Context: an optimization exercise on an open-source flow, tuned for small area. The choices shown serve that exercise and are no tape-out recipe.
The RTL was checked by simulation tests, not by an equivalence proof against the original design.
Power figures rest on the tool's default switching activity, not on a simulated workload.

File: design/flow/config.mk
export PLATFORM = sky130hd
export DESIGN_NAME = mips_pipeline
export DESIGN_NICKNAME = mips_pipeline
export VERILOG_FILES = /design/flow/design.v
export SDC_FILE = /design/flow/constraint.sdc
export NUM_CORES = 4
export LEC_CHECK = 0
export CAP_MARGIN = 20
export CORE_MARGIN = 2
export CORE_UTILIZATION = 60
export CTS_CLUSTER_DIAMETER = 100
export CTS_CLUSTER_SIZE = 20
export PLACE_DENSITY = 0.75
export SLEW_MARGIN = 20
export SYNTH_HIERARCHICAL = 1
File: design/flow/constraint.sdc
create_clock -name core_clock -period 10.0 [get_ports {clk}]
set_input_delay 2.0000 -clock core_clock [delete_from_list [all_inputs] [get_ports {clk}]]
set_output_delay 2.0000 -clock core_clock [all_outputs]
set_load 0.01 [all_outputs]
File: design/flow/design.v
`timescale 1ns / 1ps
module mips_pipeline
(
    input  wire        clk,
    input  wire        rst,
    input  wire        enable,
    output wire [7:0]  imem_addr,
    input  wire [31:0] imem_data,
    output wire [7:0]  dmem_addr,
    output wire [31:0] dmem_wdata,
    output wire        dmem_we,
    input  wire [31:0] dmem_rdata
);
    reg [31:0] pc;
    reg [31:0] d_ins;            
    reg        d_v;              
    reg [31:0] e_ins;            
    reg        e_v;              
    reg        e_h;              
    reg [31:0] m_a;              
    reg [31:0] m_b;              
    reg [4:0]  m_rd;
    reg        m_regw;
    reg        m_memw;
    reg        m_taken;
    reg        m_load;
    reg [2:0]  m_lop;
    reg [31:0] rf [1:31];
    wire halt = (imem_data == 32'hFFFFFFFF);
    assign imem_addr = pc[7:0];
    wire [4:0] d_rs = d_ins[25:21] & {5{d_v}};
    wire [4:0] d_rt = d_ins[20:16] & {5{d_v}};
    wire [5:0] op  = e_ins[31:26];
    wire [4:0] rs  = e_ins[25:21];
    wire [4:0] rt  = e_ins[20:16];
    wire [4:0] rdf = e_ins[15:11];
    wire [5:0] fn  = e_ins[5:0];
    wire [31:0] imm = {{16{e_ins[15]}}, e_ins[15:0]};
    wire c_load  = (op[5:3] == 3'b100);
    wire c_store = (op[5:3] == 3'b101);
    wire c_imm   = (op[5:3] == 3'b001);
    wire c_oth   = (op[5:3] == 3'b000);
    wire c_r     = (op == 6'b000000);
    wire c_jr    = c_r & (fn[5:1] == 5'b00100);
    wire c_j     = (op == 6'b000010);
    wire c_jal   = (op == 6'b000011);
    wire c_beq   = (op == 6'b000100);
    wire c_bne   = (op == 6'b000101);
    wire regw = c_load | c_imm | c_jal | (c_r & (~c_jr | fn[0]));
    wire link = c_jal | (c_jr & fn[0]);
    wire [4:0] dest = c_jal ? 5'd31 : (c_r ? rdf : rt);
    wire stall = e_v & c_load & ((rt == d_rs) | (rt == d_rt));
    wire shamt_sel = c_r & (fn[5:2] == 4'b0000);
    reg fwd_a, fwd_b;
    wire n_regw = ~m_taken & e_v & regw;
    wire n_fwd_ok = n_regw & (dest != 5'd0);
    wire n_fwd_a = n_fwd_ok & (dest == d_ins[25:21]);
    wire n_fwd_b = n_fwd_ok & (dest == d_ins[20:16]);
    wire [32:0] sa, sb;
    assign sa[0]  = fwd_a & ~shamt_sel;
    assign sa[32] = shamt_sel;
    assign sb[0]  = fwd_b;
    assign sb[32] = 1'b0;
    genvar g, r;
    generate
        for (g = 1; g < 32; g = g + 1) begin : sel
            assign sa[g] = (rs == g) & ~fwd_a & ~shamt_sel;
            assign sb[g] = (rt == g) & ~fwd_b;
        end
    endgenerate
    wire [31:0] A, fb;
    generate
        for (g = 0; g < 32; g = g + 1) begin : rd
            wire [31:0] col;
            assign col[0] = m_a[g];
            for (r = 1; r < 32; r = r + 1) begin : c
                assign col[r] = rf[r][g];
            end
            if (g < 5) begin : lo
                rdbit33 ua(.d({e_ins[6 + g], col}), .s(sa), .y(A[g]));
            end
            else begin : hi
                rdbit32 ua(.d(col), .s(sa[31:0]), .y(A[g]));
            end
            rdbit32 ub(.d(col), .s(sb[31:0]), .y(fb[g]));
        end
    endgenerate
    wire alusrc  = c_load | c_store | c_imm;
    wire nalusrc = ~alusrc;
    wire sgn     = e_ins[15];
    wire nk1     = ~(alusrc & sgn);
    wire [31:0] B;
    generate
        for (g = 0; g < 32; g = g + 1) begin : bmux
            wire u, v;
            cnand2 ub(.a(fb[g]), .b(nalusrc), .y(v));
            if (g < 16) begin : lo
                cnand2 ui(.a(e_ins[g]), .b(alusrc), .y(u));
                cnand2 uo(.a(u), .b(v), .y(B[g]));
            end
            else begin : hi
                cnand2 uo(.a(nk1), .b(v), .y(B[g]));
            end
        end
    endgenerate
    wire op_sub = c_r & (fn[5:1] == 5'b10001);
    wire op_slt = (c_r & (fn == 6'b101010)) | (c_imm & (op[2:0] == 3'b010));
    wire op_and = (c_r & (fn == 6'b100100)) | (c_imm & (op[2:0] == 3'b100));
    wire op_or  = (c_r & (fn == 6'b100101)) | (c_imm & (op[2:0] == 3'b101));
    wire op_xor = (c_r & (fn == 6'b100110)) | (c_imm & (op[2:0] == 3'b110));
    wire op_nor = c_r & (fn == 6'b100111);
    wire op_lui = c_imm & (op[2:0] == 3'b111);
    wire op_sll = c_r & (fn[5:3] == 3'b000) & (fn[1:0] == 2'b00);
    wire op_srl = c_r & (fn[5:3] == 3'b000) & (fn[1:0] == 2'b10);
    wire op_sra = c_r & (fn[5:3] == 3'b000) & (fn[1:0] == 2'b11);
    wire op_lg  = op_and | op_or | op_xor | op_nor;
    wire op_sh  = op_sll | op_srl | op_sra;
    wire op_ar  = ~(op_lg | op_sh | op_lui);     
    wire subtract = op_sub | op_slt;
    wire [3:0] tt = op_and ? 4'b1000 : op_or ? 4'b1110 : op_nor ? 4'b0001 :
                    subtract ? 4'b1001 : 4'b0110;
    wire nar = ~op_ar;
    wire [31:0] L, sum, nA;
    wire [32:0] cy;              
    wire [32:0] cz0, cz1;        
    assign cy[0] = subtract;
    generate
        for (g = 0; g < 32; g = g + 1) begin : addb
            cmux4 ul(.d0(tt[0]), .d1(tt[1]), .d2(tt[2]), .d3(tt[3]), .s0(B[g]), .s1(A[g]), .y(L[g]));
            if (g % 2 == 1) begin : na
                cinv ui(.a(A[g]), .y(nA[g]));
            end
        end
        for (g = 0; g < 16; g = g + 1) begin : lo
            wire gc;
            if (g % 2 == 0) begin : ev
                cmux2i uc(.d0(A[g]), .d1(cy[g]), .s(L[g]), .y(cy[g + 1]));
                cnand2 ug(.a(cy[g]), .b(op_ar), .y(gc));
                cxnor2 us(.a(L[g]), .b(gc), .y(sum[g]));
            end
            else begin : od
                cmux2i uc(.d0(nA[g]), .d1(cy[g]), .s(L[g]), .y(cy[g + 1]));
                cnor2 ug(.a(cy[g]), .b(nar), .y(gc));
                cxor2 us(.a(L[g]), .b(gc), .y(sum[g]));
            end
        end
        for (g = 16; g < 32; g = g + 1) begin : hi
            wire gc, cs;
            if (g == 16) begin : b16
                cnand2b u0(.a_n(L[g]), .b(A[g]), .y(cz0[g + 1]));
                cnor2   u1(.a(L[g]), .b(A[g]), .y(cz1[g + 1]));
            end
            else if (g % 2 == 0) begin : ev
                cmux2i u0(.d0(A[g]), .d1(cz0[g]), .s(L[g]), .y(cz0[g + 1]));
                cmux2i u1(.d0(A[g]), .d1(cz1[g]), .s(L[g]), .y(cz1[g + 1]));
            end
            else begin : od
                cmux2i u0(.d0(nA[g]), .d1(cz0[g]), .s(L[g]), .y(cz0[g + 1]));
                cmux2i u1(.d0(nA[g]), .d1(cz1[g]), .s(L[g]), .y(cz1[g + 1]));
            end
            if (g == 16) begin : s16
                assign cs = ~cy[16];
            end
            else begin : sn
                cmux2i um(.d0(cz0[g]), .d1(cz1[g]), .s(cy[16]), .y(cs));
            end
            if (g % 2 == 0) begin : ev2
                cnor2 ug(.a(cs), .b(nar), .y(gc));
                cxor2 us(.a(L[g]), .b(gc), .y(sum[g]));
            end
            else begin : od2
                cnand2 ug(.a(cs), .b(op_ar), .y(gc));
                cxnor2 us(.a(L[g]), .b(gc), .y(sum[g]));
            end
        end
    endgenerate
    wire slt = (A[31] ^ B[31]) ? A[31] : sum[31];
    wire big   = |A[31:5] & ~op_lui;
    wire fill  = op_sra & B[31];
    wire nfill = ~fill;
    wire [4:0] amt  = op_lui ? 5'b10000 : (A[4:0] | {5{big}});
    wire [4:0] namt = ~amt;
    wire left  = op_sll | op_lui;
    wire nleft = ~left;
    wire [31:0] brev, sh0, sh1, sh2, sh3, sh4, sr;
    wire [31:0] f0, f1, f2, f3, f4;
    generate
        for (g = 0; g < 32; g = g + 1) begin : shw
            assign brev[g] = B[31 - g];
            assign f0[g] = g + 1  < 32 ? sh0[(g + 1) % 32]  : nfill;
            assign f1[g] = g + 2  < 32 ? sh1[(g + 2) % 32]  : fill;
            assign f2[g] = g + 4  < 32 ? sh2[(g + 4) % 32]  : nfill;
            assign f3[g] = g + 8  < 32 ? sh3[(g + 8) % 32]  : fill;
            assign f4[g] = g + 16 < 32 ? sh4[(g + 16) % 32] : nfill;
        end
    endgenerate
    row22 shr(.a(brev), .s(left),    .b(B),   .ns(nleft),   .y(sh0));
    row22 sh_0(.a(f0),  .s(amt[0]),  .b(sh0), .ns(namt[0]), .y(sh1));
    row22 sh_1(.a(f1),  .s(amt[1]),  .b(sh1), .ns(namt[1]), .y(sh2));
    row22 sh_2(.a(f2),  .s(amt[2]),  .b(sh2), .ns(namt[2]), .y(sh3));
    row22 sh_3(.a(f3),  .s(amt[3]),  .b(sh3), .ns(namt[3]), .y(sh4));
    row22 sh_4(.a(f4),  .s(amt[4]),  .b(sh4), .ns(namt[4]), .y(sr));
    wire sel_al = (op_ar & ~op_slt | op_lg) & ~link;
    wire sel_sr = (op_srl & ~big) | op_sra;
    wire sel_sl = (op_sll & ~big) | op_lui;
    wire [31:0] res, t1, t2;
    assign t2[0] = ~((pc1[0] & link) | (op_slt & slt));
    generate
        for (g = 0; g < 32; g = g + 1) begin : rsel
            aoi222 u1(.a0(sum[g]), .s0(sel_al), .a1(sr[g]), .s1(sel_sr), .a2(sr[31 - g]), .s2(sel_sl), .y(t1[g]));
            if (g % 2 == 0 && g > 0) begin : ev
                cnand2 u2(.a(pc1[g]), .b(link), .y(t2[g]));
            end
            else if (g % 2 == 1) begin : od
                cnand2b u2(.a_n(npc1[g]), .b(link), .y(t2[g]));
            end
            cnand2 u3(.a(t1[g]), .b(t2[g]), .y(res[g]));
        end
    endgenerate
    wire [31:0] pc1, npc1, S, p;
    wire [32:0] bw;              
    wire [32:0] bc;              
    assign bw[0] = ~e_h;
    generate
        for (g = 0; g < 32; g = g + 1) begin : brn
            wire ix = (g < 16) ? e_ins[g] : sgn;
            if (g % 2 == 0) begin : ev
                cxor2   ud(.a(pc[g]), .b(bw[g]), .y(pc1[g]));
                cnand2b ub(.a_n(pc[g]), .b(bw[g]), .y(bw[g + 1]));
                cxor2   up(.a(pc1[g]), .b(ix), .y(p[g]));
                if (g == 0) begin : b0
                    cnand2 uc(.a(pc1[g]), .b(ix), .y(bc[g + 1]));
                    assign S[g] = p[g];
                end
                else begin : bn
                    cmux2i uc(.d0(pc1[g]), .d1(bc[g]), .s(p[g]), .y(bc[g + 1]));
                    cxor2  us(.a(p[g]), .b(bc[g]), .y(S[g]));
                end
            end
            else begin : od
                cxor2  ud(.a(pc[g]), .b(bw[g]), .y(npc1[g]));
                if (g >= 26) begin : jt
                    cinv ui(.a(npc1[g]), .y(pc1[g]));
                end
                cnor2  ub(.a(bw[g]), .b(pc[g]), .y(bw[g + 1]));
                cxnor2 up(.a(npc1[g]), .b(ix), .y(p[g]));
                cmux2i uc(.d0(npc1[g]), .d1(bc[g]), .s(p[g]), .y(bc[g + 1]));
                cxnor2 us(.a(p[g]), .b(bc[g]), .y(S[g]));
            end
        end
    endgenerate
    wire eq = ~|L;                   
    wire taken = e_v & (c_j | c_jal | c_jr | (c_beq & eq) | (c_bne & ~eq));
    wire sel_j  = c_j | c_jal;
    wire sel_br = c_oth & ~c_jr & ~sel_j;
    wire st_lo  = ~c_oth;
    wire st_mid = ~c_oth & (op[2:0] != 3'b000);
    wire st_hi  = ~c_oth & (op[2:1] != 2'b00);
    wire [31:0] mbd;
    generate
        for (g = 0; g < 32; g = g + 1) begin : mbsel
            wire t, u;
            aoi222 u1(.a0(A[g]), .s0(c_jr), .a1(g < 26 ? e_ins[g] : pc1[g]), .s1(sel_j),
                      .a2(S[g]), .s2(sel_br), .y(t));
            cnand2 u2(.a(fb[g]), .b(g < 8 ? st_lo : g < 16 ? st_mid : st_hi), .y(u));
            cnand2 u3(.a(t), .b(u), .y(mbd[g]));
        end
    endgenerate
    assign dmem_addr  = m_a[7:0];
    assign dmem_wdata = m_b;
    assign dmem_we    = enable & m_memw;
    wire ld_byte = (m_lop[1:0] == 2'b00);
    wire ld_half = (m_lop[1:0] == 2'b01);
    wire ld_sgn  = ~m_lop[2];
    wire ext8  = ld_sgn & dmem_rdata[7];
    wire ext16 = ld_sgn & dmem_rdata[15];
    wire [31:0] ldata = ld_byte ? {{24{ext8}}, dmem_rdata[7:0]} :
                        ld_half ? {{16{ext16}}, dmem_rdata[15:0]} : dmem_rdata;
    wire [31:0] wdata = m_load ? ldata : m_a;
    wire        wen   = rst & enable & m_regw;
    always @(posedge clk) begin
        if (~rst) begin
            pc      <= 32'b0;
            d_v     <= 1'b0;
            e_v     <= 1'b0;
            m_regw  <= 1'b0;
            m_memw  <= 1'b0;
            m_taken <= 1'b0;
            fwd_a   <= 1'b0;
            fwd_b   <= 1'b0;
        end
        else if (enable) begin
            if (m_taken)     pc <= m_b;
            else if (~stall) pc <= halt ? pc : pc + 32'd1;
            if (m_taken)     d_v <= 1'b0;
            else if (~stall) d_v <= 1'b1;
            e_v     <= ~m_taken & d_v & ~stall;
            m_regw  <= n_regw;
            fwd_a   <= n_fwd_a;
            fwd_b   <= n_fwd_b;
            m_memw  <= ~m_taken & e_v & c_store;
            m_taken <= ~m_taken & taken;
        end
    end
    always @(posedge clk) begin
        if (enable) begin
            if (~stall) d_ins <= imem_data;
            e_ins  <= d_ins;
            e_h    <= halt;
            m_a    <= res;
            m_b    <= mbd;
            m_rd   <= dest;
            m_load <= c_load;
            m_lop  <= op[2:0];
        end
    end
    generate
        for (g = 1; g < 32; g = g + 1) begin : regs
            wire wr = wen & (m_rd == g);
            wire [31:0] nx;
            holdmux hm [31:0] (.q(rf[g]), .d(wdata), .we(wr), .nwe(~wr), .y(nx));
            always @(posedge clk) rf[g] <= nx;
        end
    endgenerate
endmodule
module holdmux(input wire q, input wire d, input wire we, input wire nwe,
               output wire y);
    assign y = (we & d) | (nwe & q);
endmodule
module aoi222(input wire a0, input wire s0, input wire a1, input wire s1,
              input wire a2, input wire s2, output wire y);
    assign y = ~((a0 & s0) | (a1 & s1) | (a2 & s2));
endmodule
module aoi22(input wire a0, input wire s0, input wire a1, input wire s1,
             output wire y);
    assign y = ~((a0 & s0) | (a1 & s1));
endmodule
module rdbit32(input wire [31:0] d, input wire [31:0] s, output wire y);
    wire [10:0] t;
    genvar k;
    generate
        for (k = 0; k < 10; k = k + 1) begin : g
            aoi222 u(.a0(d[3*k]), .s0(s[3*k]), .a1(d[3*k+1]), .s1(s[3*k+1]),
                     .a2(d[3*k+2]), .s2(s[3*k+2]), .y(t[k]));
        end
    endgenerate
    assign t[10] = 1'b1;
    assign y = ~&t | (d[30] & s[30]) | (d[31] & s[31]);
endmodule
module rdbit33(input wire [32:0] d, input wire [32:0] s, output wire y);
    wire [10:0] t;
    genvar k;
    generate
        for (k = 0; k < 11; k = k + 1) begin : g
            aoi222 u(.a0(d[3*k]), .s0(s[3*k]), .a1(d[3*k+1]), .s1(s[3*k+1]),
                     .a2(d[3*k+2]), .s2(s[3*k+2]), .y(t[k]));
        end
    endgenerate
    assign y = ~&t;
endmodule
module cmux4(input wire d0, input wire d1, input wire d2, input wire d3,
             input wire s0, input wire s1, output wire y);
    assign y = s1 ? (s0 ? d3 : d2) : (s0 ? d1 : d0);
endmodule
module cmux2i(input wire d0, input wire d1, input wire s, output wire y);
    assign y = ~(s ? d1 : d0);
endmodule
module cinv(input wire a, output wire y);
    assign y = ~a;
endmodule
module cnand2(input wire a, input wire b, output wire y);
    assign y = ~(a & b);
endmodule
module cnor2(input wire a, input wire b, output wire y);
    assign y = ~(a | b);
endmodule
module cxor2(input wire a, input wire b, output wire y);
    assign y = a ^ b;
endmodule
module cxnor2(input wire a, input wire b, output wire y);
    assign y = ~(a ^ b);
endmodule
module aoi21(input wire a0, input wire s0, input wire c, output wire y);
    assign y = ~((a0 & s0) | c);
endmodule
module aoi221(input wire a0, input wire s0, input wire a1, input wire s1,
              input wire c, output wire y);
    assign y = ~((a0 & s0) | (a1 & s1) | c);
endmodule
module row22(input wire [31:0] a, input wire s, input wire [31:0] b,
             input wire ns, output wire [31:0] y);
    assign y = ~((a & {32{s}}) | (b & {32{ns}}));
endmodule
module row22h(input wire [15:0] a, input wire s, input wire [15:0] b,
              input wire ns, output wire [15:0] y);
    assign y = ~((a & {16{s}}) | (b & {16{ns}}));
endmodule
module cnand2b(input wire a_n, input wire b, output wire y);
    assign y = ~(~a_n & b);
endmodule
File: design/flow/run.sh
#!/bin/bash
# synth_recipe.tcl (not shown) runs the flow's synth.tcl, then flattens the netlist and writes it again
# the make line also repeats each setting of config.mk as NAME=value (left out here)
make -C /OpenROAD-flow-scripts/flow DESIGN_CONFIG=/design/flow/config.mk WORK_HOME=/design/flow/orfs CLKGATE_MAP_FILE= SYNTH_SCRIPT=/design/flow/synth_recipe.tcl finish
==> flow_summary.toml, run 1 <==
[grt]
grt_pass1_wl_um = 345000
antenna_found_initial = 17
grt_usage = 0.516
grt-ovfl-total = 0
grt_pass1_vias = 48087
grt_max_degree = 70

[critical_path]
cp_num_cells = 31
worstPathBufferInverterCount = 3
worstPathArrival_ns = 10.07
critPathMaxStageDelay_ns = 1.08
cp.required_ns = 10.43
critPathCaptureType = "flip-flop"
path_delay_family = "simple AND/OR/NAND/NOR gates"
path_class = "flip-flop to flip-flop"
crit_slowest_cell = "a222oi_1"
crit_path_max_fanout = 22
rr_worst_depth = 31
crit_path_frequent_cell = "mux2i_1"
start_kind = "flip-flop"

[cts]
clk_pin_slew_ns = 0.09
cts_tree = "done"
clockRootBuffer = "clkbuf_16"
cts_buffer_depth = 3
cts_made_buffers = 69
htree_levels = 3
worst_skew_pair.late_latency_ns = 0.70
clock-sinks = 1169

[power_and_ir_drop]
power.net_switching_mw = 2.49
finalPower_mw = 8.96
p_int_mw = 6.46
p_sw_frac = 0.278
pwr-share-clk = 0.332
powerDensity_nw_per_um2 = 152
p_seq_frac = 0.545
vdd_ir_drop_max_uv = 186
p_leak_nw = 21.9
combPwrFrac = 0.123

[sta]
final.period_utilization = 0.964
timing.fmax_mhz = 104
tns_ns = 0
slew-limit-headroom = 0.0870
finalCriticalPeriod_ns = 9.64
hold_viol = 0
slew_violations = 0
setup_viol = 0
rsz0062_at_grt = "no"
tightest_slew_ns = 1.37
finalClockSkew_ns = 0.0482

[finish]
area_growth_pct = 11.7
fin_nets = 5092
fillCellCount = 6728
drive_above_1_share = 0.104

[route]
viasPerCell = 8.76
vias = 54383
dr.pass1.iters = 17
drt_iter0_markers = 16270
wl_um = 245000
drc = 0
drtAntennaViolNets = 0
wl_per_cell_um = 39.5

[floorplan]
die_x_um = 301
core_area_um2 = 87000
io_pins = 116
start_util = 0.607
die_h_um = 301
num_rows = 108
dieArea_um2 = 90400

[worst_hold_path]
worstHoldPathCells = 0
min_path_type = "flip-flop to flip-flop"

[synth]
synthCells = 4744
syn-num-nets = 4812
async_flop_share = 0
yosysWarnings = 8
ys_types = 80
synth-seq-area-share = 0.469
ys_ff_latch = 1169
synth_area_per_cell_um2 = 11.1
synth_edf_count = 138
synthesis.area_um2 = 52800
ys.flop_type = "dfxtp_1"

[place]
place_congestion = 1.10
numPortBuffers = 115
dp_hpwl_um = 159000

[run_status]
status = "no timing/DRC/antenna violations"

[job]
maxCapViolCount = 0
-- registers in the layout, summed over array words and instances, names as in the netlist --
signal,cells
e_v,1
d_v,1
fwd_a,1
d_ins,32
m_lop,3
m_rd,5
m_a,32
fwd_b,1
e_ins,32
pc,32
e_h,1
m_b,32
rf,992
m_regw,1
m_memw,1
m_taken,1
m_load,1
-- metrics by stage --
| stage | worst slack (ns) | hold slack [ns] | std cells | area, um^2 | utilization |
|---|---|---|---|---|---|
| global route | 0.112 | 0.440 | 6199 | 59000 | 0.678 |
| detailed placement | 0.779 | 0.411 | 6096 | 56800 | 0.652 |
| CTS | 0.752 | 0.431 | 6186 | 58700 | 0.675 |
| floorplan | 1.85 | 0.400 | 4744 | 52800 | - |
| finish | 0.364 | 0.431 | 6209 | 59000 | 0.678 |
| global placement | 0.982 | 0.400 | 6094 | 56700 | 0.651 |
-- final timing paths --
kind / end / slack, ns / startpoint
max: m_a[26] / 0.36 / e_ins[29]
min: e_ins[9] / 0.43 / d_ins[9]
max reg2reg: m_a[26] / 0.36 / e_ins[29]
min reg2reg: e_ins[9] / 0.43 / d_ins[9]
-- logic make-up (layout without fill, tap and decap cells) --
family | count (synthesis) | in the layout | share of synthesized area
AND/OR/NAND/NOR | 988 | 988 | 0.0959
XOR/XNOR | 147 | 147 | 0.0244
buffers and inverters | 168 | 467 | 0.0166
flip-flops | 1169 | 1169 | 0.469
AO/OA/AOI/OAI | 2133 | 2133 | 0.360
multiplexers | 137 | 137 | 0.0338
adder cells (fa/ha/maj) | 2 | 2 | 0.000427
other | 0 | 11 | 0
-- placed cells by master, fill, tap and decap left out, types with 59 or more instances in the layout --
cell | synthesis | layout
buf_4 | 17 | 192
nand2_1 | 381 | 381
mux2i_1 | 96 | 95
dfxtp_1 | 1031 | 1031
edfxtp_1 | 138 | 138
a22oi_1 | 197 | 197
a22o_1 | 1053 | 1053
clkbuf_16 | 0 | 71
a222oi_1 | 709 | 709
nor2_1 | 190 | 107
nor2_2 | 1 | 73
or4_4 | 59 | 59
xor2_1 | 92 | 92
nand4_1 | 154 | 154
clkdlybuf4s50_1 | 0 | 114
-- routing by layer --
metal | GRT usage | share of wire | vias up | wire [um]
met1 | 0.651 | 0.34 | 26040 | 83100
met3 | 0.233 | 0.18 | 1263 | 44700
met4 | 0.304 | 0.083 | 20 | 20400
li1 | - | - | 21385 | -
met5 | 0.0550 | 0.0025 | - | 604
met2 | 0.717 | 0.39 | 5675 | 96300
-- modules after synthesis (local to each module, per instance) --
module	cells	cell area (um^2)
cnor2	1	3.75
cmux4	1	22.5
rdbit32	5	36.3
cxor2	1	8.76
mips_pipeline	1961	29100
aoi222	1	10.0
cnand2b	1	6.26
rdbit33	4	23.8
row22	38	289
cinv	1	3.75
cnand2	1	3.75
cxnor2	1	8.76
cmux2i	1	10.0
holdmux	1	8.76
-- power by group through the flow --
stage / combinational (mW) / sequential, mW / clock, mW
final: 1.10 / 4.88 / 2.97
after global routing: 1.13 / 4.88 / 3.11
after CTS: 1.03 / 4.87 / 2.94
after detailed placement: 1.02 / 4.98 / 0
after global placement: 1.02 / 4.98 / 0
after floorplan: 0.588 / 4.94 / 0
-- synth_stat cells, drive strengths merged, types with 60 or more instances --
cell,n,share of area
inv,60,0.0043
nand2,381,0.027
mux2i,96,0.018
a222oi,709,0.13
dfxtp,1031,0.39
a22o,1054,0.18
or4,67,0.014
nand4,154,0.018
nor2,191,0.014
a22oi,197,0.028
buf,72,0.0098
xor2,92,0.015
edfxtp,138,0.078
-- timing repair --
item                       in CTS  in global routing
setup endpoints to repair       0                 13
resized for setup               0                  2
setup buffers                   0                  3
hold buffers                    0                  0
-- cell type report --
cell class | count | area (um^2) | area share
Sequential cell | 1169 | 24800 | 0.420
Tap cell | 1155 | 1450 | 0.0245
Multi-Input combinational cell | 3407 | 27700 | 0.469
Clock inverter | 9 | 133 | 0.00225
Timing Repair Buffer | 317 | 2870 | 0.0486
Inverter | 60 | 229 | 0.00388
Clock buffer | 81 | 1810 | 0.0307
Antenna cell | 11 | 27.5 | 0.000467
==> run 2: changes to the inputs <==
--- a/design/flow/design.v
+++ b/design/flow/design.v
@@ -279,7 +279,29 @@
     wire [31:0] wdata = m_load ? ldata : m_a;
     wire        wen   = rst & enable & m_regw;
+    wire pc_cin = enable & ~m_taken & ~stall & ~halt;
+    wire pc_tk  = enable & m_taken;
+    wire pc_st  = rst & pc_tk;
+    wire pc_si  = rst & ~pc_tk;
+    wire [32:0] pcc;             
+    wire [31:0] pc_inc, pc_d;
+    assign pcc[0] = pc_cin;
+    generate
+        for (g = 0; g < 32; g = g + 1) begin : pcb
+            if (g % 2 == 0) begin : ev
+                cnand2 uc(.a(pc[g]), .b(pcc[g]), .y(pcc[g + 1]));
+                cxor2  us(.a(pc[g]), .b(pcc[g]), .y(pc_inc[g]));
+            end
+            else begin : od
+                wire npc;
+                cinv   ui(.a(pc[g]), .y(npc));
+                cnor2  uc(.a(pcc[g]), .b(npc), .y(pcc[g + 1]));
+                cxnor2 us(.a(pc[g]), .b(pcc[g]), .y(pc_inc[g]));
+            end
+            holdmux um(.q(pc_inc[g]), .d(m_b[g]), .we(pc_st), .nwe(pc_si), .y(pc_d[g]));
+        end
+    endgenerate
+    always @(posedge clk) pc <= pc_d;
     always @(posedge clk) begin
         if (~rst) begin
-            pc      <= 32'b0;
             d_v     <= 1'b0;
             e_v     <= 1'b0;
@@ -291,6 +313,4 @@
         end
         else if (enable) begin
-            if (m_taken)     pc <= m_b;
-            else if (~stall) pc <= halt ? pc : pc + 32'd1;
             if (m_taken)     d_v <= 1'b0;
             else if (~stall) d_v <= 1'b1;
==> design/flow/flow/run.sh (new file) <==
#!/bin/bash
# Layout: the standard flow (standard.sh, unchanged synthesis and steps) with two
# settings of ORFS's own: the ports are buffered with buf_2 instead of the cell
# buffer_ports picks, and the clock tree is built without dummy loads, with sink
# clusters of at most 20 flip-flops and 100 um. make's output goes to flow_standard.log;
# each ORFS step writes its own log under orfs/logs/.
set -euo pipefail
export BUFFER_PORTS_ARGS="-buffer_cell sky130_fd_sc_hd__buf_2"
export CTS_ARGS="-sink_clustering_enable -repair_clock_nets -dont_use_dummy_load -sink_clustering_size 20 -sink_clustering_max_diameter 100"
bash standard.sh finish > flow_standard.log 2>&1
==> design/flow/standard.sh (new file) <==
#!/bin/bash
# synth_recipe.tcl (not shown) runs the flow's synth.tcl, then flattens the netlist and writes it again
# the make line also repeats each setting of config.mk as NAME=value (left out here)
make -C /OpenROAD-flow-scripts/flow DESIGN_CONFIG=/design/flow/config.mk WORK_HOME=/design/flow/orfs CLKGATE_MAP_FILE= SYNTH_SCRIPT=/design/flow/synth_recipe.tcl "${@:-finish}"
--- a/design/flow/config.mk
+++ b/design/flow/config.mk
@@ -9,6 +9,4 @@
 export CORE_MARGIN = 2
 export CORE_UTILIZATION = 60
-export CTS_CLUSTER_DIAMETER = 100
-export CTS_CLUSTER_SIZE = 20
 export PLACE_DENSITY = 0.75
 export SLEW_MARGIN = 20
removed: design/flow/run.sh
==> flow_summary.toml, run 2 <==
[synth]
synthesis.area_um2 = 51900
async_flop_share = 0
synth-xor-area-share = 0.0292
yosysMostFrequentCell = "a22o_1"
synth_area_leader_cell = "dfxtp_1"
synth_edf_count = 138
synth-seq-area-share = 0.477
ys_ff_latch = 1169
synth_top_cells_by_area = "dfxtp_1, a22o_1, a222oi_1, edfxtp_1, a22oi_1"
synth_compound_area_frac = 0.357
synth_top_family_by_area = "compound AO/OA/AOI/OAI gates"
yosys.area.top_type_share = 0.397
synth-simple-area-share = 0.0861
yosysWarnings = 8
synth_fa_ha_area_frac = 0.000193
syn-num-nets = 4644
synth_mux_area_frac = 0.0331
ys_types = 68
ys.flop_type = "dfxtp_1"
synthCells = 4577
synth_area_per_cell_um2 = 11.3
synth_common_cells = "a22o_1, dfxtp_1, a222oi_1"

[place]
dp_slack_ns = 1.11
place_congestion = 1.05
dpl_cell_area_um2 = 55700
numPortBuffers = 115
dp_cells = 5978
dp_hpwl_um = 153000

[power_and_ir_drop]
vdd_ir_drop_max_uv = 152
combPwrFrac = 0.128
pwr-share-clk = 0.320
p_sw_frac = 0.275
p_seq_frac = 0.552
powerDensity_nw_per_um2 = 154
finalPower_mw = 8.83
power.net_switching_mw = 2.43
p_int_mw = 6.40
p_leak_nw = 22.0

[finish]
top_register = "rf"
largest_register_ffs = 992
final_common_cell = "a22o_1"
fin_util = 0.673
drive_above_1_share = 0.130
final-seq-area_um2 = 24800
final_cell_mix = "a22o_1, dfxtp_1, a222oi_1"
layout.cells.non_filler = 6053
fillCellCount = 6701
design_area_um2 = 57500
fin_nets = 4975
area_growth_pct = 10.7
multiInputGateArea_um2 = 26800

[route]
wl_um = 235000
drc = 0
drtAntennaViolNets = 0
drt_iter0_markers = 15222
wl_per_cell_um = 38.8
vias = 51969
viasPerCell = 8.59
dr.pass1.iters = 21

[sta]
slew-limit-headroom = 0.188
tns_ns = 0
finalCriticalPeriod_ns = 9.53
rsz0062_at_grt = "no"
tightest_slew_ns = 1.22
hold_ws_ns = 0.384
timing.fmax_mhz = 105
hold_viol = 0
final.period_utilization = 0.953
finalClockSkew_ns = 0.119
slew_violations = 0
setup_viol = 0
setup_ws_ns = 0.469

[grt]
grt_pass1_vias = 46005
grt-ovfl-total = 0
grt_usage = 0.499
grt_max_degree = 65
grt_pass1_wl_um = 331000
antenna_found_initial = 12

[floorplan]
num_rows = 107
io_pins = 116
die_x_um = 298
core_area_um2 = 85400
die_h_um = 298
start_util = 0.608
dieArea_um2 = 88900

[critical_path]
cp.required_ns = 10.35
r2r-start = "e_ins[30]"
worstPathArrival_ns = 9.88
crit_path_start = "e_ins[30]"
crit_path_frequent_cell = "mux2i_1"
critPathCaptureType = "flip-flop"
crit_slowest_cell = "or3_1"
crit_path_max_fanout = 20
critPathMaxStageDelay_ns = 0.68
path_class = "flip-flop to flip-flop"
r2r_setup_slack_ns = 0.47
start_kind = "flip-flop"

[cts]
cts_buffer_depth = 3
clockRootBuffer = "clkbuf_16"
worst_skew_pair.late_latency_ns = 0.68
clk_pin_slew_ns = 0.09
htree_levels = 3
cts_resized = 0
clock-sinks = 1169
cts_made_buffers = 70
hold_buffers = 0
cts_tree = "done"
postCtsSetupBuffers = 0

[job]
maxCapViolCount = 0

[run_status]
status = "no timing/DRC/antenna violations"

[worst_hold_path]
hold_start = "d_ins[4]"
min_path_type = "flip-flop to flip-flop"
==> run 2: cell count changes after synthesis, moves of 22 or more <==
cell / previous run / this run
a22o_1: 1053 / 1085
nand2_1: 381 / 353
nor2_1: 190 / 167
inv_1: 60 / 82
nand3_1: 35 / 13
o21ai_0: 41 / 19
==> run 2: worst paths after layout <==
path / to / cells after the start
max reg2reg: m_a[22] / 35
min: e_ins[4] / 0
min reg2reg: e_ins[4] / 0
max: m_a[22] / 35
==> run 2: layer usage <==
metal | up-vias | routed length (um) | global-route usage | part of all wire
met5 | - | 255 | 0.0124 | 0.0011
met4 | 18 | 19400 | 0.296 | 0.083
li1 | 20719 | - | - | -
met2 | 5278 | 92000 | 0.690 | 0.39
met1 | 24880 | 81600 | 0.643 | 0.35
met3 | 1074 | 41700 | 0.215 | 0.18
==> run 2: logic make-up after synthesis <==
group,count (synthesis)
AOI/OAI and AO/OA,2069
DFF,1169
and+or+nand+nor,865
xor gates and xnor gates,173
buffers and inverters,169
muxes,131
adders and majority gates,1
==> run 2: critical path, delay by kind of cell (launching register included) <==
family                    cells  cell delay (ns)
and+or+nand+nor              11             2.92
DFF                           1             0.53
xor gates and xnor gates      1             0.20
muxes                        18             3.95
buffers and inverters         3             0.89
AOI/OAI and AO/OA             2             0.69
==> run 2: layout make-up <==
class | count | area share
Antenna cell | 3 | 0.000131
Inverter | 83 | 0.00542
Multi-Input combinational cell | 3239 | 0.466
Sequential cell | 1169 | 0.431
Tap cell | 1144 | 0.0249
Timing Repair Buffer | 345 | 0.0420
Clock buffer | 70 | 0.0305
==> run 2: per-module statistics from Yosys, one instance, submodules excluded, excerpt <==
module / times used / flip-flops and latches
rdbit32: 59 / 0
cmux4: 32 / 0
cnand2: 224 / 0
mips_pipeline: 1 / 1169
cmux2i: 89 / 0
holdmux: 1024 / 0
cnor2: 47 / 0
==> run 2: power groups by stage <==
stage | clock network (mW) | registers, mW | logic (mW)
after floorplan | 0 | 4.94 | 0.590
after global placement | 0 | 4.97 | 1.05
after detailed placement | 0 | 4.98 | 1.05
after CTS | 2.79 | 4.87 | 1.06
after global routing | 2.94 | 4.88 | 1.15
final | 2.83 | 4.87 | 1.13
==> run 3: changes to the inputs <==
--- a/design/flow/design.v
+++ b/design/flow/design.v
@@ -51,5 +51,9 @@
     wire [4:0] dest = c_jal ? 5'd31 : (c_r ? rdf : rt);
     wire stall = e_v & c_load & ((rt == d_rs) | (rt == d_rt));
-    wire shamt_sel = c_r & (fn[5:2] == 4'b0000);
+    reg shamt_sel;
+    wire n_shamt_sel = (d_ins[31:26] == 6'b000000) & (d_ins[5:2] == 4'b0000);
+    wire ga = ~fwd_a & ~shamt_sel;
+    always @(posedge clk)
+        if (enable) shamt_sel <= n_shamt_sel;
     reg fwd_a, fwd_b;
     wire n_regw = ~m_taken & e_v & regw;
@@ -65,5 +69,5 @@
     generate
         for (g = 1; g < 32; g = g + 1) begin : sel
-            assign sa[g] = (rs == g) & ~fwd_a & ~shamt_sel;
+            assign sa[g] = (rs == g) & ga;
             assign sb[g] = (rt == g) & ~fwd_b;
         end
==> design/flow/flow/run.sh (replaced) <==
#!/bin/bash
# Layout: the standard flow (standard.sh, unchanged synthesis and steps) with two
# settings of ORFS's own: the ports are buffered with buf_1 instead of the cell
# buffer_ports picks, and the clock tree is built from clkbuf_8 without dummy loads,
# with sink clusters of at most 13 flip-flops and 60 um. make's output goes to
# flow_standard.log; each ORFS step writes its own log under orfs/logs/.
set -euo pipefail
export BUFFER_PORTS_ARGS="-buffer_cell sky130_fd_sc_hd__buf_1"
export CTS_ARGS="-sink_clustering_enable -repair_clock_nets -dont_use_dummy_load -sink_clustering_size 13 -sink_clustering_max_diameter 60 -buf_list sky130_fd_sc_hd__clkbuf_8"
bash standard.sh finish > flow_standard.log 2>&1
==> flow_summary.toml, run 3 <==
[run_status]
status = "no timing/DRC/antenna violations"

[critical_path]
rr_worst_depth = 31
crit_path_max_fanout = 19
r2r-start = "shamt_sel"
crit_slowest_cell = "nor2_2"
critPathCaptureType = "flip-flop"
start_kind = "flip-flop"
cp.required_ns = 10.52
path_class = "flip-flop to flip-flop"
crit_path_frequent_cell = "mux2i_1"
r2r_end = "m_a[0]"
worstPathArrival_ns = 9.31
r2r_setup_slack_ns = 1.21
crit_path_start = "shamt_sel"
critPathMaxStageDelay_ns = 0.78
endpoint = "m_a[0]"

[grt]
grt_usage = 0.494
grt_pass1_wl_um = 329000
grt-ovfl-total = 0
grt_pass1_vias = 46241
antenna_found_initial = 17
grt_max_degree = 117

[sta]
setup_viol = 0
hold_ws_ns = 0.427
slew-limit-headroom = 0.181
finalClockSkew_ns = 0.117
final.period_utilization = 0.879
timing.fmax_mhz = 114
finalCriticalPeriod_ns = 8.79
slew_violations = 0
hold_viol = 0
setup_ws_ns = 1.21
rsz0062_at_grt = "no"
tns_ns = 0
tightest_slew_ns = 1.23

[floorplan]
num_rows = 107
io_pins = 116
dieArea_um2 = 88900
core_area_um2 = 85400
die_h_um = 298
die_x_um = 298
start_util = 0.608

[route]
viasPerCell = 8.54
drtAntennaViolNets = 0
vias = 51657
drt_iter0_markers = 14580
wl_per_cell_um = 38.3
dr.pass1.iters = 15
drc = 0
wl_um = 232000

[cts]
cts_resized = 0
clock-sinks = 1170
htree_levels = 3
worst_skew_pair.late_latency_ns = 0.86
postCtsSetupBuffers = 0
cts_tree = "done"
clockRootBuffer = "clkbuf_8"
cts_made_buffers = 106
clk_pin_slew_ns = 0.09
cts_buffer_depth = 3
hold_buffers = 0

[synth]
ys_ff_latch = 1170
ys_types = 62
synthesis.area_um2 = 51900
ys.flop_type = "dfxtp_1"
synthCells = 4578
synth_area_per_cell_um2 = 11.3
yosysMostFrequentCell = "a22o_1"
synth_edf_count = 139
synth_area_leader_cell = "dfxtp_1"
yosysWarnings = 8
yosys.area.top_type_share = 0.397
syn-num-nets = 4645
async_flop_share = 0
synth-seq-area-share = 0.478
synth_top_cells_by_area = "dfxtp_1, a22o_1, a222oi_1, edfxtp_1, a22oi_1"
synth_common_cells = "a22o_1, dfxtp_1, a222oi_1"

[place]
numPortBuffers = 115
dp_hpwl_um = 149000
dp_slack_ns = 1.71
place_congestion = 1.05
dp_cells = 5928
dpl_cell_area_um2 = 55200

[worst_hold_path]
min_path_type = "flip-flop to flip-flop"

[finish]
fin_nets = 4962
top_register = "rf"
drive_above_1_share = 0.102
final_cell_mix = "a22o_1, dfxtp_1, a222oi_1"
area_growth_pct = 9.20
layout.cells.non_filler = 6050
largest_register_ffs = 992
final_common_cell = "a22o_1"
design_area_um2 = 56700

[power_and_ir_drop]
p_leak_nw = 21.1
p_int_mw = 6.01
powerDensity_nw_per_um2 = 147
vdd_ir_drop_max_uv = 147
power.net_switching_mw = 2.33
combPwrFrac = 0.113
pwr-share-clk = 0.302
p_sw_frac = 0.280
p_seq_frac = 0.585

[job]
maxCapViolCount = 0
-- run 3: area by class of cell --
type                       instances  area [um^2]
antenna                           13         32.5
multi-input combinational       3238        26800
fill                            6872        28700
tap                             1144         1430
sequential                      1170        24800
timing repair buffer             292         1860
clock buffer                     106         1460
inverter                          87          327
-- run 3: per-layer routing --
layer | vias to the layer above | track usage | part of all wire
li1 | 20700 | - | -
met1 | 24772 | 0.640 | 0.35
met2 | 5170 | 0.686 | 0.40
met3 | 995 | 0.210 | 0.17
met4 | 20 | 0.287 | 0.076
met5 | - | 0 | 0.00060
-- run 3: logic make-up (layout without fill, tap and decap cells) --
kind of cell / count (synthesis) / in the layout / synth area share
buf+inv: 170 / 485 / 0.0166
simple gates: 864 / 864 / 0.0854
flops: 1170 / 1170 / 0.478
compound gates: 2068 / 2068 / 0.358
mux: 130 / 130 / 0.0330
other cells: 0 / 13 / 0
xor+xnor: 175 / 175 / 0.0295
fa+ha+maj: 1 / 1 / 0.000193
-- run 3: how the worst min path moves through the flow --
stage                     startpoint         to  cells after the start
after floorplan             d_ins[0]   e_ins[0]                      0
after global placement      d_ins[8]   e_ins[8]                      0
after detailed placement    d_ins[8]   e_ins[8]                      0
after CTS                   d_ins[8]   e_ins[8]                      0
after global routing       d_ins[29]  e_ins[29]                      0
final                      d_ins[11]  e_ins[11]                      0
-- run 3: power groups by stage --
stage	Clock [mW]	Sequential, mW	Combinational [mW]
3_3_place_gp	0	4.98	0.866
4_1_cts	2.49	4.87	0.877
2_1_floorplan	0	4.95	0.540
3_5_place_dp	0	4.98	0.873
6_report	2.52	4.88	0.940
5_1_grt	2.66	4.88	0.957
-- run 3: critical path, delay by kind of cell (launching register included) --
kind / cells / cell delay, ns
muxes: 18 / 3.59
buffers and inverters: 2 / 0.74
AOI/OAI and AO/OA: 2 / 0.38
adders and majority gates: 1 / 0.37
xor gates and xnor gates: 1 / 0.25
and+or+nand+nor: 7 / 2.60
DFF: 1 / 0.56
-- run 3: Yosys stat by module, one instance, submodules excluded, a selection --
| module | area (um^2) | flops+latches |
|---|---|---|
| row22 | 289 | 0 |
| rdbit32 | 36.3 | 0 |
| rdbit33 | 23.8 | 0 |
| cmux4 | 22.5 | 0 |
| aoi222 | 10.0 | 0 |
| cxor2 | 8.76 | 0 |
| holdmux | 8.76 | 0 |
| cnand2b | 6.26 | 0 |
| cinv | 3.75 | 0 |
| cnor2 | 3.75 | 0 |
-- run 3: through the flow --
| step | util | power, mW |
|---|---|---|
| 6_report | 0.664 | 8.34 |
| 5_1_grt | 0.664 | 8.50 |
| 4_1_cts | 0.663 | 8.24 |
| 3_5_place_dp | 0.646 | 5.86 |
| 3_3_place_gp | 0.645 | 5.85 |
| 2_1_floorplan | - | 5.49 |
==> run 4: changes to the inputs <==
--- a/design/flow/design.v
+++ b/design/flow/design.v
@@ -19,5 +19,5 @@
     reg        e_h;              
     reg [31:0] m_a;              
-    reg [31:0] m_b;              
+    reg [7:0]  m_x;              
     reg [4:0]  m_rd;
     reg        m_regw;
@@ -205,8 +205,11 @@
     row22 sh_3(.a(f3),  .s(amt[3]),  .b(sh3), .ns(namt[3]), .y(sh4));
     row22 sh_4(.a(f4),  .s(amt[4]),  .b(sh4), .ns(namt[4]), .y(sr));
-    wire sel_al = (op_ar & ~op_slt | op_lg) & ~link;
+    wire sel_al = (op_ar & ~op_slt | op_lg) & ~link & ~c_store;
     wire sel_sr = (op_srl & ~big) | op_sra;
     wire sel_sl = (op_sll & ~big) | op_lui;
-    wire [31:0] res, t1, t2;
+    wire st_lo  = c_store;
+    wire st_mid = c_store & (op[2:0] != 3'b000);
+    wire st_hi  = c_store & (op[2:1] != 2'b00);
+    wire [31:0] res, t1, t2, t3;
     assign t2[0] = ~((pc1[0] & link) | (op_slt & slt));
     generate
@@ -219,5 +222,6 @@
                 cnand2b u2(.a_n(npc1[g]), .b(link), .y(t2[g]));
             end
-            cnand2 u3(.a(t1[g]), .b(t2[g]), .y(res[g]));
+            cnand2 u4(.a(fb[g]), .b(g < 8 ? st_lo : g < 16 ? st_mid : st_hi), .y(t3[g]));
+            cnand3 u3(.a(t1[g]), .b(t2[g]), .c(t3[g]), .y(res[g]));
         end
     endgenerate
@@ -258,19 +262,20 @@
     wire sel_j  = c_j | c_jal;
     wire sel_br = c_oth & ~c_jr & ~sel_j;
-    wire st_lo  = ~c_oth;
-    wire st_mid = ~c_oth & (op[2:0] != 3'b000);
-    wire st_hi  = ~c_oth & (op[2:1] != 2'b00);
-    wire [31:0] mbd;
+    wire noth   = ~c_oth;
+    wire [31:0] nT;
+    wire [7:0] mxd;
     generate
-        for (g = 0; g < 32; g = g + 1) begin : mbsel
-            wire t, u;
+        for (g = 0; g < 32; g = g + 1) begin : tgt
             aoi222 u1(.a0(A[g]), .s0(c_jr), .a1(g < 26 ? e_ins[g] : pc1[g]), .s1(sel_j),
-                      .a2(S[g]), .s2(sel_br), .y(t));
-            cnand2 u2(.a(fb[g]), .b(g < 8 ? st_lo : g < 16 ? st_mid : st_hi), .y(u));
-            cnand2 u3(.a(t), .b(u), .y(mbd[g]));
+                      .a2(S[g]), .s2(sel_br), .y(nT[g]));
+            if (g < 8) begin : lo
+                wire u;
+                cnand2 u2(.a(sum[g]), .b(noth), .y(u));
+                cnand2 u3(.a(nT[g]), .b(u), .y(mxd[g]));
+            end
         end
     endgenerate
-    assign dmem_addr  = m_a[7:0];
-    assign dmem_wdata = m_b;
+    assign dmem_addr  = m_x;
+    assign dmem_wdata = m_a;
     assign dmem_we    = enable & m_memw;
     wire ld_byte = (m_lop[1:0] == 2'b00);
@@ -287,7 +292,12 @@
     wire pc_st  = rst & pc_tk;
     wire pc_si  = rst & ~pc_tk;
+    wire pc_pre = rst & enable & ~m_taken & taken;
+    wire npc_pre = ~pc_pre;
+    wire pc_hinc = pc_si & ~pc_pre;
     wire [32:0] pcc;             
     wire [31:0] pc_inc, pc_d;
+    wire [31:8] pc_u;
     assign pcc[0] = pc_cin;
+    row22h24 uph(.a(pc[31:8]), .s(pc_st), .b(pc_inc[31:8]), .ns(pc_hinc), .y(pc_u));
     generate
         for (g = 0; g < 32; g = g + 1) begin : pcb
@@ -302,5 +312,12 @@
                 cxnor2 us(.a(pc[g]), .b(pcc[g]), .y(pc_inc[g]));
             end
-            holdmux um(.q(pc_inc[g]), .d(m_b[g]), .we(pc_st), .nwe(pc_si), .y(pc_d[g]));
+            if (g < 8) begin : lo
+                holdmux um(.q(pc_inc[g]), .d(m_x[g]), .we(pc_st), .nwe(pc_si), .y(pc_d[g]));
+            end
+            else begin : hi
+                wire v;
+                cor2   uo(.a(nT[g]), .b(npc_pre), .y(v));
+                cnand2 un(.a(pc_u[g]), .b(v), .y(pc_d[g]));
+            end
         end
     endgenerate
@@ -333,5 +350,5 @@
             e_h    <= halt;
             m_a    <= res;
-            m_b    <= mbd;
+            m_x    <= mxd;
             m_rd   <= dest;
             m_load <= c_load;
@@ -423,2 +440,12 @@
     assign y = ~(~a_n & b);
 endmodule
+module cor2(input wire a, input wire b, output wire y);
+    assign y = a | b;
+endmodule
+module row22h24(input wire [23:0] a, input wire s, input wire [23:0] b,
+                input wire ns, output wire [23:0] y);
+    assign y = ~((a & {24{s}}) | (b & {24{ns}}));
+endmodule
+module cnand3(input wire a, input wire b, input wire c, output wire y);
+    assign y = ~(a & b & c);
+endmodule
==> flow_summary.toml, run 4 <==
[synth]
synthCells = 4613
async_flop_share = 0
synth_common_cells = "a22o_1, dfxtp_1, a222oi_1"
synth_edf_count = 115
synth-simple-area-share = 0.0914
synthesis.area_um2 = 51700
synth_fa_ha_area_frac = 0.000194
synth-seq-area-share = 0.466
synth_mux_area_frac = 0.0333
yosys.area.top_type_share = 0.400
ys_ff_latch = 1146
synth-xor-area-share = 0.0297
ys_types = 60
synth_area_leader_cell = "dfxtp_1"
synth_top_family_by_area = "compound AO/OA/AOI/OAI gates"
yosysMostFrequentCell = "a22o_1"
yosysWarnings = 8
synth_compound_area_frac = 0.358
synth_top_cells_by_area = "dfxtp_1, a22o_1, a222oi_1, edfxtp_1, a22oi_1"
ys.flop_type = "dfxtp_1"
synth_area_per_cell_um2 = 11.2
syn-num-nets = 4680

[route]
drtAntennaViolNets = 0
drc = 0
drt_iter0_markers = 15182
top_layer_used = "met5"
wl_um = 237000
viasPerCell = 8.65
vias = 52368
dr.pass1.iters = 17
wl_met1_um = 81800
wl_met2_um = 93500
wl_met3_um = 42300
wl_per_cell_um = 39.1

[critical_path]
worstPathArrival_ns = 9.14
start_kind = "flip-flop"
crit_path_frequent_cell = "mux2i_1"
path_delay_family = "multiplexers"
r2r_setup_slack_ns = 1.36
path_class = "flip-flop to flip-flop"
critPathMaxStageDelay_ns = 0.61
r2r_end = "m_a[25]"
rr_worst_depth = 30
crit_path_max_fanout = 22
cp.required_ns = 10.50
worstPathBufferInverterCount = 2
crit_slowest_cell = "nor2_2"
r2r-start = "shamt_sel"
critPathCaptureType = "flip-flop"
cp_num_cells = 30

[grt]
grt_pass1_wl_um = 335000
grt-ovfl-total = 0
grt_usage = 0.506
grt_max_degree = 61
grt_pass1_vias = 46549
antenna_found_initial = 17

[floorplan]
num_rows = 107
core_area_um2 = 85300
die_h_um = 297
die_x_um = 297
dieArea_um2 = 88500
io_pins = 116
start_util = 0.606

[run_status]
status = "no timing/DRC/antenna violations"

[power_and_ir_drop]
powerDensity_nw_per_um2 = 146
p_leak_nw = 20.9
vdd_ir_drop_max_uv = 150

[worst_hold_path]
hold_start = "d_ins[15]"
min_path_type = "flip-flop to flip-flop"
hold_end = "e_ins[15]"
worstHoldPathCells = 0

[cts]
clock-sinks = 1146
cts_buffer_depth = 3
clk_pin_slew_ns = 0.08
postCtsSetupBuffers = 0
cts_resized = 0
worst_skew_pair.late_latency_ns = 0.84
cts_made_buffers = 106
clockRootBuffer = "clkbuf_8"
cts_tree = "done"
hold_buffers = 0
htree_levels = 3

[finish]
final_common_cell = "a22o_1"
area_growth_pct = 8.95
fin_nets = 4975
largest_register_ffs = 992
drive_above_1_share = 0.104
final_cell_mix = "a22o_1, dfxtp_1, a222oi_1"
top_register = "rf"

[job]
maxCapViolCount = 0

[place]
place_congestion = 1.04
numPortBuffers = 115
dp_hpwl_um = 152000

[sta]
setup_viol = 0
hold_viol = 0
tightest_slew_ns = 1.18
finalCriticalPeriod_ns = 8.64
hold_ws_ns = 0.425
tns_ns = 0
rsz0062_at_grt = "no"
final.period_utilization = 0.864
slew-limit-headroom = 0.214
timing.fmax_mhz = 116
finalClockSkew_ns = 0.106
slew_violations = 0
## run 4: area by class of cell
| type | instances | area [um^2] |
|---|---|---|
| fillers | 6946 | 29000 |
| well taps | 1144 | 1430 |
| inverters | 81 | 304 |
| repair buffers | 300 | 1900 |
| flip-flops and latches | 1146 | 24100 |
| multi-input cells | 3273 | 27100 |
| diodes | 7 | 17.5 |
| clock buffers | 106 | 1460 |
## run 4: layer usage
metal	vias to the layer above	GRT usage
met4	20	0.298
met3	1131	0.219
met1	25109	0.648
met2	5382	0.702
li1	20726	-
met5	-	0.0325
## run 4: logic make-up after synthesis
logic type,after synthesis
AO/OA/AOI/OAI,2064
flip-flops,1146
AND/OR/NAND/NOR,902
buffers and inverters,194
XOR/XNOR,175
multiplexers,131
adder cells (fa/ha/maj),1
## run 4: Yosys stat by module (local to each module, per instance), a selection
module | flops+latches | copies in the design
row22 | 0 | 6
cnor2 | 0 | 47
mips_pipeline | 1146 | 1
cor2 | 0 | 24
cmux2i | 0 | 89
rdbit33 | 0 | 5
row22h24 | 0 | 1
cxnor2 | 0 | 64
cmux4 | 0 | 32
cinv | 0 | 33
holdmux | 0 | 1000
cxor2 | 0 | 95
cnand3 | 0 | 32
cnand2b | 0 | 33
cnand2 | 0 | 200
rdbit32 | 0 | 59
## run 4: worst max-delay path by stage
| stage | to | startpoint | slack [ns] |
|---|---|---|---|
| 6_report | m_a[25] | shamt_sel | 1.36 |
| 5_1_grt | pc[31] | e_h | 0.87 |
| 4_1_cts | m_a[25] | e_ins[31] | 1.75 |
| 3_5_place_dp | m_a[25] | e_ins[16] | 1.83 |
| 3_3_place_gp | m_a[25] | shamt_sel | 1.88 |
| 2_1_floorplan | m_a[0] | e_ins[26] | 0.50 |
## run 4: worst register-to-register path: cells and delay by family (launching register included)
kind | cells | cell delay [ns]
flops | 1 | 0.56
compound gates | 2 | 0.60
mux | 18 | 3.96
xor+xnor | 1 | 0.19
buf+inv | 2 | 0.85
simple gates | 7 | 2.20
## run 4: stage by stage
stage | power (mW) | cell area, um^2 | setup WS [ns] | util | cells
global route | 8.37 | 56300 | 0.871 | 0.660 | 6053
finish | 8.22 | 56300 | 1.36 | 0.660 | 6057
detailed placement | 5.75 | 54700 | 1.83 | 0.641 | 5939
floorplan | 5.39 | 51700 | 0.495 | - | 4613
global placement | 5.75 | 54700 | 1.88 | 0.641 | 5939
CTS | 8.12 | 56100 | 1.75 | 0.658 | 6045
## run 4: where the power goes
group          internal [mW]  switching, mW
Sequential              4.69         0.0808
Combinational          0.267          0.685
Clock                  0.938           1.56
==> run 5: changes to the inputs <==
--- a/design/flow/design.v
+++ b/design/flow/design.v
@@ -378,5 +378,6 @@
 endmodule
 module rdbit32(input wire [31:0] d, input wire [31:0] s, output wire y);
-    wire [10:0] t;
+    wire [9:0] t;
+    wire n1, n2, n3, m;
     genvar k;
     generate
@@ -386,6 +387,9 @@
         end
     endgenerate
-    assign t[10] = 1'b1;
-    assign y = ~&t | (d[30] & s[30]) | (d[31] & s[31]);
+    cnand4 m1(.a(t[0]), .b(t[1]), .c(t[2]), .d(t[3]), .y(n1));
+    cnand4 m2(.a(t[4]), .b(t[5]), .c(t[6]), .d(t[7]), .y(n2));
+    cnand2 m3(.a(t[8]), .b(t[9]), .y(n3));
+    cor3   m4(.a(n1), .b(n2), .c(n3), .y(m));
+    ca221o m5(.a1(d[30]), .a2(s[30]), .b1(d[31]), .b2(s[31]), .c(m), .y(y));
 endmodule
 module rdbit33(input wire [32:0] d, input wire [32:0] s, output wire y);
@@ -450,2 +454,12 @@
     assign y = ~(a & b & c);
 endmodule
+module cnand4(input wire a, input wire b, input wire c, input wire d, output wire y);
+    assign y = ~(a & b & c & d);
+endmodule
+module cor3(input wire a, input wire b, input wire c, output wire y);
+    assign y = a | b | c;
+endmodule
+module ca221o(input wire a1, input wire a2, input wire b1, input wire b2,
+              input wire c, output wire y);
+    assign y = (a1 & a2) | (b1 & b2) | c;
+endmodule
==> flow_summary.toml, run 5 <==
[cts]
worst_skew_pair.late_latency_ns = 0.85
cts_tree = "done"
clock-sinks = 1146
postCtsSetupBuffers = 0
cts_made_buffers = 105
cts_buffer_depth = 3
clk_pin_slew_ns = 0.09
cts_resized = 0
hold_buffers = 0
htree_levels = 3
clockRootBuffer = "clkbuf_8"

[job]
maxCapViolCount = 0

[route]
viasPerCell = 8.58
wl_per_cell_um = 38.8
dr.pass1.iters = 19
vias = 51992
wl_um = 235000
drtAntennaViolNets = 0
drt_iter0_markers = 14776
drc = 0

[power_and_ir_drop]
p_leak_nw = 21.0
finalPower_mw = 8.24
powerDensity_nw_per_um2 = 147
vdd_ir_drop_max_uv = 122

[sta]
tns_ns = 0
finalClockSkew_ns = 0.152
timing.fmax_mhz = 108
hold_ws_ns = 0.435
hold_viol = 0
final.period_utilization = 0.924
finalCriticalPeriod_ns = 9.24
slew-limit-headroom = 0.125
slew_violations = 0
tightest_slew_ns = 1.31
setup_viol = 0
rsz0062_at_grt = "no"

[place]
dp_cells = 5942
numPortBuffers = 115
dp_hpwl_um = 153000
place_congestion = 1.08

[floorplan]
start_util = 0.605
dieArea_um2 = 88100
num_rows = 107
die_h_um = 297
core_area_um2 = 85000
die_x_um = 297
io_pins = 116

[grt]
grt-ovfl-total = 0
grt_pass1_vias = 46328
grt_max_degree = 52
grt_busiest_layer = "met2"
grt_usage = 0.506
grt_util_met3 = 0.163
antenna_found_initial = 11
grt_pass1_wl_um = 333000
use_met2 = 0.716
grt_use_met1 = 0.638

[synth]
ys.flop_type = "dfxtp_1"
synth_common_cells = "dfxtp_1, a22o_1, a222oi_1"
yosys.area.top_type_share = 0.401
synth_area_leader_cell = "dfxtp_1"
yosysMostFrequentCell = "dfxtp_1"
yosysWarnings = 8
synth-seq-area-share = 0.468
ys_ff_latch = 1146
synth_edf_count = 115
synth_top_cells_by_area = "dfxtp_1, a22o_1, a222oi_1, edfxtp_1, a22oi_1"
synthCells = 4613
ys_types = 60
async_flop_share = 0
synthesis.area_um2 = 51400
synth_area_per_cell_um2 = 11.1
syn-num-nets = 4680

[finish]
fin_util = 0.660
layout.cells.non_filler = 6060
final_cell_mix = "dfxtp_1, a22o_1, a222oi_1"
fillCellCount = 6820
drive_above_1_share = 0.0917
top_register = "rf"
area_growth_pct = 9.11
fin_nets = 4976
largest_register_ffs = 992
final_common_cell = "dfxtp_1"

[critical_path]
critPathMaxStageDelay_ns = 1.14
cp.required_ns = 10.46
worstPathArrival_ns = 9.71
start_kind = "flip-flop"
crit_path_max_fanout = 18
critPathCaptureType = "flip-flop"
r2r-start = "e_ins[19]"
path_class = "flip-flop to flip-flop"
crit_slowest_cell = "nor2_2"
crit_path_start = "e_ins[19]"
crit_path_frequent_cell = "mux2i_1"

[worst_hold_path]
min_path_type = "flip-flop to flip-flop"
hold_start = "d_ins[13]"

[run_status]
status = "no timing/DRC/antenna violations"
==> run 5: path summary, 6_finish.rpt <==
kind | endpoint | slack (ns) | cells past startpoint
max reg2reg | m_a[30] | 0.76 | 32
min | e_ins[13] | 0.43 | 0
max | m_a[30] | 0.76 | 32
min reg2reg | e_ins[13] | 0.43 | 0
==> run 5: power by group <==
part           total, mW  leakage [nW]  switching (mW)  internal (mW)
Sequential          4.78          9.45          0.0895           4.69
Combinational      0.974          10.8           0.700          0.274
Clock               2.49         0.755            1.56          0.930
==> run 5: stage by stage <==
stage          setup slack (ns)  instance area, um^2
2_1_floorplan             0.495                51400
3_3_place_gp               1.49                54500
3_5_place_dp               1.35                54600
4_1_cts                    1.25                56000
5_1_grt                   0.562                56100
6_report                  0.756                56100
==> run 5: final cells by class <==
| class | instances | area [um^2] | share of cell area |
|---|---|---|---|
| Antenna cell | 9 | 22.5 | 0.000401 |
| Inverter | 81 | 304 | 0.00542 |
| Sequential cell | 1146 | 24100 | 0.429 |
| Timing Repair Buffer | 302 | 1940 | 0.0346 |
| Multi-Input combinational cell | 3273 | 26900 | 0.479 |
| Clock buffer | 105 | 1450 | 0.0258 |
| Tap cell | 1144 | 1430 | 0.0255 |
==> run 5: layer usage <==
layer | share of wire | wire [um] | vias up
met5 | 0.00045 | 105 | -
met4 | 0.10 | 23800 | 14
met3 | 0.16 | 36700 | 1085
met2 | 0.40 | 95100 | 5263
met1 | 0.34 | 79600 | 24890
li1 | - | - | 20740
==> run 5: cells by family (layout without fill, tap and decap cells) <==
| logic type | after synthesis | after routing | synth area share |
|---|---|---|---|
| xor gates and xnor gates | 175 | 175 | 0.0298 |
| other | 0 | 9 | 0 |
| buffers and inverters | 194 | 488 | 0.0209 |
| muxes | 131 | 131 | 0.0335 |
| AOI/OAI and AO/OA | 2064 | 2064 | 0.361 |
| and+or+nand+nor | 902 | 902 | 0.0861 |
| DFF | 1146 | 1146 | 0.468 |
| adders and majority gates | 1 | 1 | 0.000195 |
==> run 5: critical path: cells and delay by family, from the launching register on <==
family                 cells  cell delay (ns)
multiplexers              18             4.14
buffers and inverters      1             0.33
AO/OA/AOI/OAI              3             0.82
XOR/XNOR                   1             0.17
AND/OR/NAND/NOR            9             2.82
flip-flops                 1             0.59
==> run 5: modules after synthesis (local to each module, per instance), a selection <==
module / area [um^2] / copies in the design
aoi222: 10.0 / 709
cxor2: 8.76 / 95
cnand2: 3.75 / 259
cor2: 6.26 / 24
cmux2i: 10.0 / 89
cmux4: 22.5 / 32
mips_pipeline: 27000 / 1
row22: 289 / 6
cnor2: 3.75 / 47
cnand4: 6.26 / 118
holdmux: 8.76 / 1000
cinv: 3.75 / 33
cxnor2: 8.76 / 64
ca221o: 10.0 / 59
cnand2b: 6.26 / 33

-- what the ideal ports hide --
The results above use ideal ports. As a check the final layouts listed here were re-extracted and re-timed, cells and wires unchanged. Step 1: set_driving_cell puts a clkbuf_16 on clk and a buf_2 on each other input, an assumption about the parent block. Step 2 also shifts input and output timing later by t, the mid clock arrival at the registers, as if the neighbouring blocks saw the same clock. Three values: ideal ports, drivers, drivers and shift; two values: the first two.
| run | t (ns) | setup slack, ns | worst hold slack (ns) | latest minus earliest clock arrival (ns) | slew at the worst register clock pin (ns) |
|---|---|---|---|---|---|
| run 1 | 0.747 | 0.364 / 0.364 / 0.364 | 0.431 / 0.431 / 0.431 | 0.048 / 0.048 | 0.10 / 0.10 |
| run 2 | 0.697 | 0.469 / 0.469 / 0.469 | 0.384 / 0.384 / 0.384 | 0.119 / 0.119 | 0.10 / 0.10 |
| run 3 | 0.870 | 1.214 / 1.214 / 1.214 | 0.427 / 0.427 / 0.427 | 0.117 / 0.117 | 0.10 / 0.10 |
| run 4 | 0.849 | 1.361 / 1.361 / 1.361 | 0.425 / 0.425 / 0.425 | 0.108 / 0.109 | 0.10 / 0.10 |
| run 5 | 0.841 | 0.756 / 0.756 / 0.756 | 0.435 / 0.435 / 0.435 | 0.160 / 0.159 | 0.10 / 0.10 |
After both steps every run listed still meets setup and hold.
